This is an optimization exercise on Yosys and OpenROAD, whose aim is small area, not a production implementation.
In this exercise RTL edits were held to simulation tests only and were not proved equivalent to the original.
In this run the design's own scripts or RTL, not TritonCTS, make the clock network.
The flow treats the clock pin as an ideal source. Dropping or thinning the clock tree relies on that and would not hold on a real chip.
No activity file was given, so power comes from the tool's default toggle rates.

==> design/flow/design.v <==
module top_level(input wire clk, input wire rst, input wire[7:0] data, input wire[3:0] address, input wire wr, output wire[3:0] ch0_audio, ch1_audio, ch2_audio);
genvar i;
reg[7:0] ch0_freq;
reg[7:0] ch0_p_vol;
reg[7:0] ch0_nduty;
reg[5:0] ch0_ctrl;
reg[7:0] ch1_freq;
reg[7:0] ch1_p_vol;
reg[7:0] ch1_nduty;
reg[4:0] ch1_ctrl;
reg[7:0] ch2_freq;
reg[7:0] ch2_sample;
reg[4:0] ch2_ctrl;
wire[7:0] wdata = {8{~rst}} & data;
wire lo = wr & ~address[3];
wire hi = wr & address[3];
always @(posedge clk)
begin
	if(rst | (lo & (address[2:0] == 3'd0))) ch0_freq <= wdata;
	if(rst | (lo & (address[2:0] == 3'd1))) ch0_p_vol <= wdata;
	if(rst | (lo & (address[2:0] == 3'd2))) ch0_nduty <= ~wdata;
	if(rst | (lo & (address[2:0] == 3'd3))) ch0_ctrl <= wdata[5:0];
	if(rst | (lo & (address[2:0] == 3'd4))) ch1_freq <= wdata;
	if(rst | (lo & (address[2:0] == 3'd5))) ch1_p_vol <= wdata;
	if(rst | (lo & (address[2:0] == 3'd6))) ch1_nduty <= ~wdata;
	if(rst | (lo & (address[2:0] == 3'd7))) ch1_ctrl <= wdata[4:0];
	if(rst | (hi & (address[1:0] == 2'd0))) ch2_freq <= wdata;
	if(rst | (hi & (address[1:0] == 2'd1))) ch2_sample <= wdata;
	if(rst | (hi & address[1])) ch2_ctrl <= wdata[4:0];
end
reg[9:0] dac_n;
wire[10:0] dac_b;
assign dac_b[0] = 1'b1;
generate for(i=0;i<10;i=i+1) begin: dac_borrow
	assign dac_b[i+1] = dac_b[i] & ~dac_n[i];
end endgenerate
always @(posedge clk)
	dac_n <= {10{rst}} | (dac_n ^ dac_b[9:0]);
reg[7:0] div0;
reg tick0;
wire div0_match = ~|(div0 ^ ch0_freq);
wire[8:0] div0_c;
assign div0_c[0] = 1'b1;
generate for(i=0;i<8;i=i+1) begin: div0_carry
	assign div0_c[i+1] = div0_c[i] & div0[i];
end endgenerate
always @(posedge clk) begin
	div0 <= {8{~(rst | div0_match)}} & (div0 ^ div0_c[7:0]);
	tick0 <= ~rst & div0_match;
end
reg[7:0] div1;
reg tick1;
wire div1_match = ~|(div1 ^ ch1_freq);
wire[8:0] div1_c;
assign div1_c[0] = 1'b1;
generate for(i=0;i<8;i=i+1) begin: div1_carry
	assign div1_c[i+1] = div1_c[i] & div1[i];
end endgenerate
always @(posedge clk) begin
	div1 <= {8{~(rst | div1_match)}} & (div1 ^ div1_c[7:0]);
	tick1 <= ~rst & div1_match;
end
reg[9:0] div2;
reg tick2;
wire div2_match = ~|(div2[9:2] ^ ch2_freq);
wire[10:0] div2_c;
assign div2_c[0] = 1'b1;
generate for(i=0;i<10;i=i+1) begin: div2_carry
	assign div2_c[i+1] = div2_c[i] & div2[i];
end endgenerate
always @(posedge clk) begin
	div2 <= {10{~(rst | div2_match)}} & (div2 ^ div2_c[9:0]);
	tick2 <= ~rst & div2_match;
end
reg[9:0] ch0_tri;
reg ch0_dir;
wire[10:0] ch0_tc;
assign ch0_tc[0] = tick0;
generate for(i=0;i<10;i=i+1) begin: ch0_toggle
	assign ch0_tc[i+1] = ch0_tc[i] & (ch0_tri[i] ^ ch0_dir);
end endgenerate
always @(posedge clk) begin
	ch0_tri <= {10{~rst}} & (ch0_tri ^ ch0_tc[9:0]);
	if(rst) ch0_dir <= 1'b0;
	else if(&ch0_tri) ch0_dir <= 1'b1;
	else if(ch0_tri == 10'd1) ch0_dir <= 1'b0;
end
reg[9:0] noise;
reg[3:0] noise_cnt;
wire noise_zero = ~|noise;
wire noise_load = tick0 & (noise_cnt == 4'd9);
wire[9:0] noise_d = {noise[2] ^ noise[5], noise[1] ^ noise[4], noise[0] ^ noise[3], noise[9:3]}
                    | {1'b0, noise_zero, 6'd0, noise_zero, 1'b0};
always @(posedge clk) begin
	noise <= {10{~rst}} & (noise ^ ({10{noise_load}} & noise_d));
	if(rst | noise_load) noise_cnt <= 4'd0;
	else if(tick0) noise_cnt <= noise_cnt + 4'd1;
end
reg[10:0] saw1;
wire[11:0] saw1_c;
assign saw1_c[0] = tick1;
generate for(i=0;i<11;i=i+1) begin: saw1_carry
	assign saw1_c[i+1] = saw1_c[i] & saw1[i];
end endgenerate
always @(posedge clk)
	saw1 <= {11{~rst}} & (saw1 ^ saw1_c[10:0]);
reg[7:0] sin_tri;
reg sin_dir;
reg[9:0] sin_acc;
wire[63:0] sin_carry_table = 64'hdfccc300fcf33020;
wire sin_carry = sin_carry_table[{sin_tri[4:0], sin_dir}];
wire[8:0] sin_tc;
assign sin_tc[0] = tick2;
generate for(i=0;i<8;i=i+1) begin: sin_toggle
	assign sin_tc[i+1] = sin_tc[i] & (sin_tri[i] ^ sin_dir);
end endgenerate
wire sin_flip = tick2 & (sin_dir ? (sin_tri[7:2] == 6'b100000 && !sin_tri[0]) : (sin_tri[7:1] == 7'b0111111));
wire[3:0] sin_add = {4{tick2}} & sin_tri[7:4];
wire[4:0] sin_cy;
assign sin_cy[0] = tick2 & sin_carry;
wire[9:0] sin_sum;
generate for(i=0;i<4;i=i+1) begin: sin_adder
	assign sin_sum[i] = sin_acc[i] ^ sin_add[i] ^ sin_cy[i];
	assign sin_cy[i+1] = (sin_acc[i] & sin_add[i]) | (sin_acc[i] & sin_cy[i]) | (sin_add[i] & sin_cy[i]);
end endgenerate
wire sin_neg = tick2 & sin_tri[7];
wire[6:0] sin_tg;
assign sin_tg[0] = sin_cy[4] ^ sin_neg;
generate for(i=0;i<6;i=i+1) begin: sin_updown
	assign sin_sum[4+i] = sin_acc[4+i] ^ sin_tg[i];
	assign sin_tg[i+1] = sin_tg[i] & (sin_acc[4+i] ^ sin_neg);
end endgenerate
always @(posedge clk) begin
	sin_tri <= {8{~rst}} & (sin_tri ^ sin_tc[7:0]);
	sin_dir <= ~rst & (sin_dir ^ sin_flip);
	sin_acc <= {10{~rst}} & sin_sum;
end
function gt_count(input [9:0] a, input [9:0] n);
	integer k; reg g;
	begin
		g = 1'b0;
		for(k=0;k<10;k=k+1) g = (a[k] & n[k]) | (a[k] & g) | (n[k] & g);
		gt_count = g;
	end
endfunction
function gt_duty(input [7:0] t, input [7:0] nd);
	integer k; reg g;
	begin
		g = 1'b1;
		for(k=0;k<8;k=k+1) g = (t[k] & nd[k]) | (t[k] & g) | (nd[k] & g);
		gt_duty = ~g;
	end
endfunction
reg[9:0] s0;
always @(*)
	case(ch0_ctrl[5:4])
	2'b01: s0 = ch0_tri;
	2'b11: s0 = gt_duty(ch0_tri[9:2], ch0_nduty) ? {ch0_p_vol, 2'b00} : 10'd0;
	default: s0 = noise;
	endcase
wire[9:0] s1 = ch1_ctrl[4] ? saw1[10:1] : (gt_duty(saw1[10:3], ch1_nduty) ? {ch1_p_vol, 2'b00} : 10'd0);
wire[9:0] s2 = ch2_ctrl[4] ? sin_acc : {ch2_sample, 2'b00};
assign ch0_audio = ch0_ctrl[3:0] & {4{gt_count(s0, dac_n)}};
assign ch1_audio = ch1_ctrl[3:0] & {4{gt_count(s1, dac_n)}};
assign ch2_audio = ch2_ctrl[3:0] & {4{gt_count(s2, dac_n)}};
endmodule
==> design/flow/flow/run.sh <==
#!/bin/bash
# Layout flow: the standard ORFS flow (standard.sh) with these changes:
#  - synthesis maps logic with an area-oriented ABC script (flow/abc_area.script:
#    five minutes of &deepsyn AIG optimisation, then amap)
#    in place of ORFS's delay-oriented one; everything else in synthesis is
#    the standard flow's own script, so the registers are the standard synthesis's;
#  - adders are left to ABC too (no ADDER_MAP_FILE), not mapped to ha/fa cells first;
#  - port buffers are sky130_fd_sc_hd__buf_1, except the reset port's, which
#    flow/reset_buffer.tcl makes a buf_4 before the placement resizer;
#  - the clock tree is built by flow/clock_tree.tcl (a root clkbuf_4 driving one
#    clkbuf_8 per group of about 17 flip-flops) in place of TritonCTS.
# Each tool's full output goes to the ORFS logs under orfs/logs; make's own
# output goes to flow.log here.
set -euo pipefail
here=$(pwd)
mkdir -p "$here/myflow"
# The standard flow's synthesis script, with synth.tcl patched to use our ABC script
sed "s#source \$::env(SCRIPTS_DIR)/synth.tcl#source $here/myflow/synth.tcl#" synth_recipe.tcl > "$here/myflow/synth_recipe.tcl"
sed 's#^source \$::env(SCRIPTS_DIR)/synth_preamble.tcl#&\nset abc_args [lreplace $abc_args 1 1 $::env(AREA_ABC_SCRIPT)]#' \
  "$FLOW_HOME/scripts/synth.tcl" > "$here/myflow/synth.tcl"
grep -q AREA_ABC_SCRIPT "$here/myflow/synth.tcl"
export AREA_ABC_SCRIPT="$here/flow/abc_area.script"
bash standard.sh \
  SYNTH_SCRIPT="$here/myflow/synth_recipe.tcl" \
  AREA_ABC_SCRIPT="$AREA_ABC_SCRIPT" \
  ADDER_MAP_FILE= \
  BUFFER_PORTS_ARGS="-buffer_cell sky130_fd_sc_hd__buf_1" \
  PRE_RESIZE_TCL="$here/flow/reset_buffer.tcl" \
  PRE_CTS_TCL="$here/flow/clock_tree.tcl" \
  finish > "$here/flow.log" 2>&1
==> design/flow/flow/abc_area.script <==
strash
&get -n
&deepsyn -T 300
&put
dch -f
amap
strash
dch -f
amap
==> design/flow/flow/clock_tree.tcl <==
# Hand-built two-level clock tree: the clock port drives one root buffer, which
# drives one leaf buffer per group of flip-flops. The groups come from recursive
# bisection of the flip-flops' positions, so every leaf drives about as many.
proc ct_split {items k} {
  # items: list of {x y iterm}; returns list of k groups
  if {$k <= 1} { return [list $items] }
  set xs [lmap it $items {lindex $it 0}]
  set ys [lmap it $items {lindex $it 1}]
  set w [expr {[tcl::mathfunc::max {*}$xs] - [tcl::mathfunc::min {*}$xs]}]
  set h [expr {[tcl::mathfunc::max {*}$ys] - [tcl::mathfunc::min {*}$ys]}]
  set idx [expr {$w >= $h ? 0 : 1}]
  set sorted [lsort -real -index $idx $items]
  set k1 [expr {$k / 2}]
  set n1 [expr {int(round(double([llength $items]) * $k1 / $k))}]
  set a [lrange $sorted 0 [expr {$n1 - 1}]]
  set b [lrange $sorted $n1 end]
  return [concat [ct_split $a $k1] [ct_split $b [expr {$k - $k1}]]]
}
proc build_clock_tree {clkname nleaf rootcell leafcell} {
  set db [ord::get_db]
  set block [ord::get_db_block]
  set clknet [$block findNet $clkname]
  set items {}
  foreach it [$clknet getITerms] {
    set bb [[$it getInst] getBBox]
    lappend items [list [expr {([$bb xMin] + [$bb xMax]) / 2.0}] [expr {([$bb yMin] + [$bb yMax]) / 2.0}] $it]
  }
  set groups [ct_split $items $nleaf]
  set rootnet [odb::dbNet_create $block clknet_root]
  $rootnet setSigType CLOCK
  set sx 0; set sy 0
  set k 0
  foreach g $groups {
    set gx 0; set gy 0
    foreach it $g { set gx [expr {$gx + [lindex $it 0]}]; set gy [expr {$gy + [lindex $it 1]}] }
    set gx [expr {int($gx / [llength $g])}]; set gy [expr {int($gy / [llength $g])}]
    set sx [expr {$sx + $gx}]; set sy [expr {$sy + $gy}]
    set buf [odb::dbInst_create $block [$db findMaster $leafcell] clkleaf_$k]
    $buf setLocation $gx $gy
    $buf setPlacementStatus PLACED
    set net [odb::dbNet_create $block clknet_leaf_$k]
    $net setSigType CLOCK
    [$buf findITerm A] connect $rootnet
    [$buf findITerm X] connect $net
    foreach it $g {
      set iterm [lindex $it 2]
      $iterm disconnect
      $iterm connect $net
    }
    incr k
  }
  set root [odb::dbInst_create $block [$db findMaster $rootcell] clkroot]
  $root setLocation [expr {int($sx / $nleaf)}] [expr {int($sy / $nleaf)}]
  $root setPlacementStatus PLACED
  [$root findITerm A] connect $clknet
  [$root findITerm X] connect $rootnet
}

# Used as PRE_CTS_TCL: build the tree here, and make the CTS step's own
# clock_tree_synthesis call a no-op that only marks the clock as propagated.
# About 17 flip-flops per clkbuf_8 keeps their clock slew near 110 ps.
set ct_sinks [llength [[[ord::get_db_block] findNet clk] getITerms]]
set ct_leaves [expr {max(1, int(ceil($ct_sinks / 17.5)))}]
puts "manual clock tree: $ct_sinks sinks, $ct_leaves leaf buffers"
build_clock_tree clk $ct_leaves sky130_fd_sc_hd__clkbuf_4 sky130_fd_sc_hd__clkbuf_8
global_connect
rename clock_tree_synthesis cts_not_used
proc clock_tree_synthesis {args} {
  set_propagated_clock [all_clocks]
  puts "clock_tree_synthesis skipped: the tree was built by flow/clock_tree.tcl"
}
==> design/flow/flow/reset_buffer.tcl <==
# Used as PRE_RESIZE_TCL: the reset port fans out to about a hundred gates, more
# than the buf_1 port buffer can drive. Make its port buffer a buf_4 before
# repair_design, which would otherwise add a buf_12 after it.
set rst_net [[[ord::get_db_block] findBTerm rst] getNet]
foreach it [$rst_net getITerms] {
  set inst [$it getInst]
  if {[[$inst getMaster] getName] eq "sky130_fd_sc_hd__buf_1"} {
    puts "reset port buffer [$inst getName]: buf_1 -> buf_4"
    replace_cell [get_cells [$inst getName]] sky130_fd_sc_hd__buf_4
  }
}
estimate_parasitics -placement
==> design/flow/standard.sh <==
#!/bin/bash
# synth_recipe.tcl (not shown) runs the flow's synth.tcl, then flattens the netlist and writes it again
# the make line also repeats each setting of config.mk as NAME=value (left out here)
make -C /OpenROAD-flow-scripts/flow DESIGN_CONFIG=/design/flow/config.mk WORK_HOME=/design/flow/orfs CLKGATE_MAP_FILE= SYNTH_SCRIPT=/design/flow/synth_recipe.tcl "${@:-finish}"
==> design/flow/config.mk <==
export PLATFORM = sky130hd
export DESIGN_NAME = top_level
export DESIGN_NICKNAME = top_level
export VERILOG_FILES = /design/flow/design.v
export SDC_FILE = /design/flow/constraint.sdc
export NUM_CORES = 4
export LEC_CHECK = 0
export CAP_MARGIN = 0
export CORE_MARGIN = 2
export CORE_UTILIZATION = 70
export GPL_TIMING_DRIVEN = 0
export PLACE_DENSITY = 0.85
export SLEW_MARGIN = 0
==> design/flow/constraint.sdc <==
create_clock -name core_clock -period 10.0 [get_ports {clk}]
set_input_delay 2.0000 -clock core_clock [delete_from_list [all_inputs] [get_ports {clk}]]
set_output_delay 2.0000 -clock core_clock [all_outputs]
set_load 0.01 [all_outputs]
==> impl_results.html <==
<table>
<tr><th>Metric</th><th>Value</th></tr>
<tr><th colspan="2">Outcome</th></tr>
<tr><td>Outcome</td><td>timing/DRC/antenna clean</td></tr>
<tr><th colspan="2">Synthesis</th></tr>
<tr><td>Synthesized-area fraction occupied by ao, oa, aoi and oai cells</td><td>0.217</td></tr>
<tr><td>Fraction of synthesized area in multiplexers</td><td>0</td></tr>
<tr><td>Commonest cells in the synthesized netlist</td><td>134 x sky130_fd_sc_hd__nor2_1, 94 x sky130_fd_sc_hd__dfxtp_1, 89 x sky130_fd_sc_hd__clkinv_1</td></tr>
<tr><td>Most repeated cell in the gate-level netlist after synthesis</td><td>sky130_fd_sc_hd__nor2_1</td></tr>
<tr><td>Async S/R FF share, synth</td><td>0</td></tr>
<tr><td>Mean Syn Cell Area</td><td>around 9.6 µm²</td></tr>
<tr><td>Number of flip-flops and latches in the synthesized netlist</td><td>174</td></tr>
<tr><td>Synthesized Nets</td><td>~770</td></tr>
<tr><td>Post-synth EDFFs</td><td>80</td></tr>
<tr><td>Most frequently used flop master after synthesis</td><td>sky130_fd_sc_hd__dfxtp_1</td></tr>
<tr><td>Arithmetic-cell share of the synthesized area counting full adders, half adders and majority gates</td><td>0</td></tr>
<tr><td>Area fraction of the dominant cell type after synthesis</td><td>0.332</td></tr>
<tr><td>Area of the mapped netlist</td><td>just over 7000 µm²</td></tr>
<tr><td>Gate count of the mapped netlist</td><td>between 700 and 800</td></tr>
<tr><td>Simple-gate share of the synthesized area</td><td>0.145</td></tr>
<tr><td>Leading area contributor after synthesis</td><td>sky130_fd_sc_hd__edfxtp_1</td></tr>
<tr><td>Most area-consuming cells after synthesis</td><td>sky130_fd_sc_hd__edfxtp_1 33%, sky130_fd_sc_hd__dfxtp_1 26%, sky130_fd_sc_hd__nor2_1 7.0%</td></tr>
<tr><td>Sequential fraction of the synthesis area</td><td>0.592</td></tr>
<tr><td>Yosys warnings</td><td>1</td></tr>
<tr><td>Parity-gate share of the synthesized area counting xor and xnor cells</td><td>0</td></tr>
<tr><td>Main combinational cell family by area after synthesis</td><td>compound AO/OA/AOI/OAI gates</td></tr>
<tr><td>Cell variety after synth</td><td>37</td></tr>
<tr><th colspan="2">Pwr</th></tr>
<tr><td>Combinational share of power</td><td>0.073</td></tr>
<tr><td>Worst supply voltage drop on vdd</td><td>about 0.14 mV</td></tr>
<tr><td>Leakage power</td><td>between 2 and 2.5 nW</td></tr>
<tr><td>Net Sw Power</td><td>0.273 mW</td></tr>
<tr><td>P per Cell Area</td><td>153 nW/µm²</td></tr>
<tr><td>Switching fraction of total power</td><td>0.233</td></tr>
<tr><td>Internal power summed over all cells</td><td>0.901 mW</td></tr>
<tr><td>Total Power</td><td>around 1.2 mW</td></tr>
<tr><td>Clock power frac</td><td>0.248</td></tr>
<tr><td>Flop pwr share</td><td>0.679</td></tr>
<tr><th colspan="2">Floorplanning</th></tr>
<tr><td>Die height</td><td>106 µm</td></tr>
<tr><td>Core region area</td><td>just over 10000 µm²</td></tr>
<tr><td>Initial Util</td><td>0.710</td></tr>
<tr><td>Rows</td><td>37</td></tr>
<tr><td>Number of primary I/O pins</td><td>27</td></tr>
<tr><td>Die W</td><td>about 110 µm</td></tr>
<tr><td>Die ar.</td><td>11200 µm²</td></tr>
<tr><th colspan="2">Global routing</th></tr>
<tr><td>Global-route layer with the greatest usage</td><td>met2</td></tr>
<tr><td>Wire length of the first global-routing pass</td><td>roughly 25000 µm</td></tr>
<tr><td>Maximum number of pins on one net before global-route repair</td><td>54</td></tr>
<tr><td>GRT Total Usage</td><td>0.278</td></tr>
<tr><td>Leftover overflow at the end of global routing</td><td>0</td></tr>
<tr><td>Met1 demand-to-capacity share in global routing</td><td>0.378</td></tr>
<tr><td>Met3 capacity usage during global routing</td><td>0.0278</td></tr>
<tr><td>Vias in the first global route</td><td>roughly 5400</td></tr>
<tr><td>M2 GR Usage</td><td>0.484</td></tr>
<tr><td>Initial antenna violation count</td><td>1</td></tr>
<tr><th colspan="2">Worst setup path</th></tr>
<tr><td>Kind of end point of the critical path</td><td>primary output</td></tr>
<tr><td>Required @ worst endpoint</td><td>~8000 ps</td></tr>
<tr><td>Max FO, Critical Path</td><td>9</td></tr>
<tr><td>Reg2Reg Depth</td><td>15</td></tr>
<tr><td>Critical setup path kind</td><td>reg2out</td></tr>
<tr><td>WP data arrival</td><td>approximately 4300 ps</td></tr>
<tr><td>Crit start category</td><td>flip-flop</td></tr>
<tr><th colspan="2">Placement</th></tr>
<tr><td>Count of input and output buffers</td><td>26</td></tr>
<tr><td>HPWL after DPL</td><td>between 10000 and 15000 µm</td></tr>
<tr><td>Global placement routability congestion</td><td>around 0.86</td></tr>
<tr><td>Pre-CTS setup slack</td><td>around 4400 ps</td></tr>
<tr><td>Cell area after placement</td><td>7510 µm²</td></tr>
<tr><th colspan="2">Detailed routing</th></tr>
<tr><td>Residual DRC</td><td>0</td></tr>
<tr><td>Detailed-routing iteration count for the pre-antenna-repair pass</td><td>7</td></tr>
<tr><td>Number of nets with antenna violations after routing</td><td>0</td></tr>
<tr><td>Routed wirelength normalized by instance count</td><td>around 17 µm</td></tr>
<tr><td>Detailed router's first-iteration violation count</td><td>522</td></tr>
<tr><td>Average via count per standard cell</td><td>6.27</td></tr>
<tr><td>Via Count</td><td>5835</td></tr>
<tr><td>Routed wire length</td><td>roughly 16000 µm</td></tr>
<tr><th colspan="2">Timing</th></tr>
<tr><td>Worst-case setup margin in the final layout</td><td>between 3000 and 4000 ps</td></tr>
<tr><td>Slew margin rel.</td><td>0.142</td></tr>
<tr><td>Worst setup skew after layout</td><td>13.5 ps</td></tr>
<tr><td>Setup TNS</td><td>0 ps</td></tr>
<tr><td>Number of endpoints failing setup at the final stage</td><td>0</td></tr>
<tr><td>Final Max Slew Viols</td><td>0</td></tr>
<tr><td>Worst hold-check slack</td><td>425 ps</td></tr>
<tr><td>Final worst path period share</td><td>0.628</td></tr>
<tr><td>Slew of the pin with the lowest slew margin</td><td>around 1300 ps</td></tr>
<tr><td>Maximum clock frequency</td><td>approximately 160 MHz</td></tr>
<tr><td>Hold Violations, Final</td><td>0</td></tr>
<tr><td>Min Clock Period, post-route</td><td>roughly 6300 ps</td></tr>
<tr><td>RSZ-0062 raised after global routing</td><td>no</td></tr>
<tr><th colspan="2">CTS</th></tr>
<tr><td>Total setup buffers inserted after CTS</td><td>0</td></tr>
<tr><td>Reg clk slew, reported paths</td><td>roughly 100 ps</td></tr>
<tr><td>PostCTS Resize Cnt</td><td>0</td></tr>
<tr><td>Clock latency on the worst-skew pair</td><td>540 ps</td></tr>
<tr><td>Hold_buf cts</td><td>0</td></tr>
<tr><th colspan="2">Run</th></tr>
<tr><td>Max-cap viol count</td><td>0</td></tr>
<tr><th colspan="2">Final layout</th></tr>
<tr><td>Ratio of cells with drive above 1 in the final layout</td><td>0.0151</td></tr>
<tr><td>Net count of the finished layout</td><td>slightly above 800</td></tr>
<tr><td>Cell area after layout</td><td>approximately 7700 µm²</td></tr>
<tr><td>Area added between synthesis and finish</td><td>5.79%</td></tr>
<tr><th colspan="2">Hold path</th></tr>
<tr><td>Count of cells along the worst hold path</td><td>1</td></tr>
<tr><td>Type of the most critical hold path</td><td>reg2reg</td></tr>
</table>
-- layer usage --
metal	routed length (µm)	up-vias
met5	0	-
met4	435	0
met3	1140	44
met2	7600	234
met1	6490	2729
li1	-	2828
-- logic make-up after synthesis --
| logic type | count (synthesis) |
|---|---|
| simple gates | 252 |
| compound gates | 241 |
| flops | 174 |
| buf+inv | 89 |
-- area by class of cell --
class | count | area, µm²
fill | 712 | 2530
inverter | 89 | 334
tap | 136 | 170
buffer | 11 | 145
timing repair buffer | 26 | 101
sequential | 174 | 4280
multi-input combinational | 493 | 2620
antenna | 1 | 2.50
-- sequential cells by signal, summed over array words and instances (netlist names), 4 cells and up --
register and flops:
ch1_p_vol 8, dac_n 10, div1 8, ch1_freq 8, ch0_p_vol 8, ch1_ctrl 5, div0 8, sin_acc 10
ch0_nduty 8, ch0_ctrl 6, ch2_sample 8, ch0_freq 8, ch2_freq 8, ch1_nduty 8, noise_cnt 4, ch2_ctrl 5
noise 10, saw1 11, ch0_tri 10, div2 10, sin_tri 8
-- through the flow --
step	utilization	cells
after global routing	0.751	930
after global placement	0.737	918
after floorplan	-	756
after CTS	0.751	929
after detailed placement	0.737	918
final	0.751	930
-- worst max-delay path, stage by stage, from the launching register on --
cell	delay, ps
sky130_fd_sc_hd__edfxtp_1	460
sky130_fd_sc_hd__clkinv_1	200
sky130_fd_sc_hd__nor2_1	150
sky130_fd_sc_hd__a22oi_1	220
sky130_fd_sc_hd__nor2_1	80
sky130_fd_sc_hd__a222oi_1	330
sky130_fd_sc_hd__nor2_1	100
sky130_fd_sc_hd__a221o_1	340
sky130_fd_sc_hd__o21ai_0	60
sky130_fd_sc_hd__o21ai_0	120
sky130_fd_sc_hd__a222oi_1	300
sky130_fd_sc_hd__o21bai_1	210
sky130_fd_sc_hd__o21ai_0	110
sky130_fd_sc_hd__nand2_1	80
sky130_fd_sc_hd__a21oi_1	40
sky130_fd_sc_hd__nor2_1	110
sky130_fd_sc_hd__nor2_1	50
sky130_fd_sc_hd__a21oi_1	120
sky130_fd_sc_hd__nor2_1	50
sky130_fd_sc_hd__nor2b_1	360
sky130_fd_sc_hd__nor2b_1	100
sky130_fd_sc_hd__buf_1	140
-- path summary, 6_finish.rpt --
| kind | slack (ps) | startpoint | endpoint |
|---|---|---|---|
| worst max-delay path | 3720 | ch0_ctrl[4] | ch0_audio[2] |
| worst min-delay path | 430 | div1[0] | div1[0] |
| worst max register to register | 6450 | sin_tri[0] | sin_acc[9] |
| worst min register to register | 430 | div1[0] | div1[0] |
-- placed cells by master, fill, tap and decap left out, types with 4 or more instances in the layout --
master                     count
sky130_fd_sc_hd__a211oi_1     35
sky130_fd_sc_hd__a21oi_1      53
sky130_fd_sc_hd__a221o_1       4
sky130_fd_sc_hd__a221oi_1     10
sky130_fd_sc_hd__a222oi_1      7
sky130_fd_sc_hd__a22oi_1       9
sky130_fd_sc_hd__a311oi_1      5
sky130_fd_sc_hd__a31oi_1       8
sky130_fd_sc_hd__and3_1        5
sky130_fd_sc_hd__buf_1        25
sky130_fd_sc_hd__clkbuf_8     10
sky130_fd_sc_hd__clkinv_1     89
sky130_fd_sc_hd__dfxtp_1      94
sky130_fd_sc_hd__edfxtp_1     80
sky130_fd_sc_hd__nand2_1      70
sky130_fd_sc_hd__nor2_1      134
sky130_fd_sc_hd__nor2b_1      15
sky130_fd_sc_hd__nor3_1       16
sky130_fd_sc_hd__nor4_1        5
sky130_fd_sc_hd__o211ai_1      6
sky130_fd_sc_hd__o21a_1        4
sky130_fd_sc_hd__o21ai_0      54
sky130_fd_sc_hd__o221ai_1      8
sky130_fd_sc_hd__o22ai_1      26
-- power groups by stage --
stage | Clock (mW) | Sequential [mW] | Combinational, mW
detailed placement | 0 | 0.812 | 0.0839
global route | 0.312 | 0.801 | 0.0956
global placement | 0 | 0.811 | 0.0797
finish | 0.291 | 0.797 | 0.0860
floorplan | 0 | 0.807 | 0.0560
CTS | 0.294 | 0.796 | 0.0845

port drivers added, routing unchanged:
The flow's constraints put no driver on any port. The routed layout listed below was extracted and timed again, unchanged, in two steps.
Step 1 sets driving cells, clkbuf_16 on the clock port and buf_2 on the other inputs (assumed; they add their load-dependent delay and slew).
Step 2 adds t to the input delays and takes it off the output delays; t is the mean of the earliest and latest rising clock arrival at the registers after step 1. Input paths then give back, and output paths get back, about the clock's delay inside the block.
Slacks: ideal ports / drivers / drivers and shift; pairs: ideal ports / drivers.
t, ns: 0.570
setup slack, ns: 3.724 / 3.687 / 4.257
hold slack, ns: 0.425 / 0.425 / 0.425
worst data-port slew with drivers (ns): 0.04
After both steps this run still meets setup and hold. The setup slack of this run moves by -0.037 ns with the drivers and by +0.533 ns with both steps.
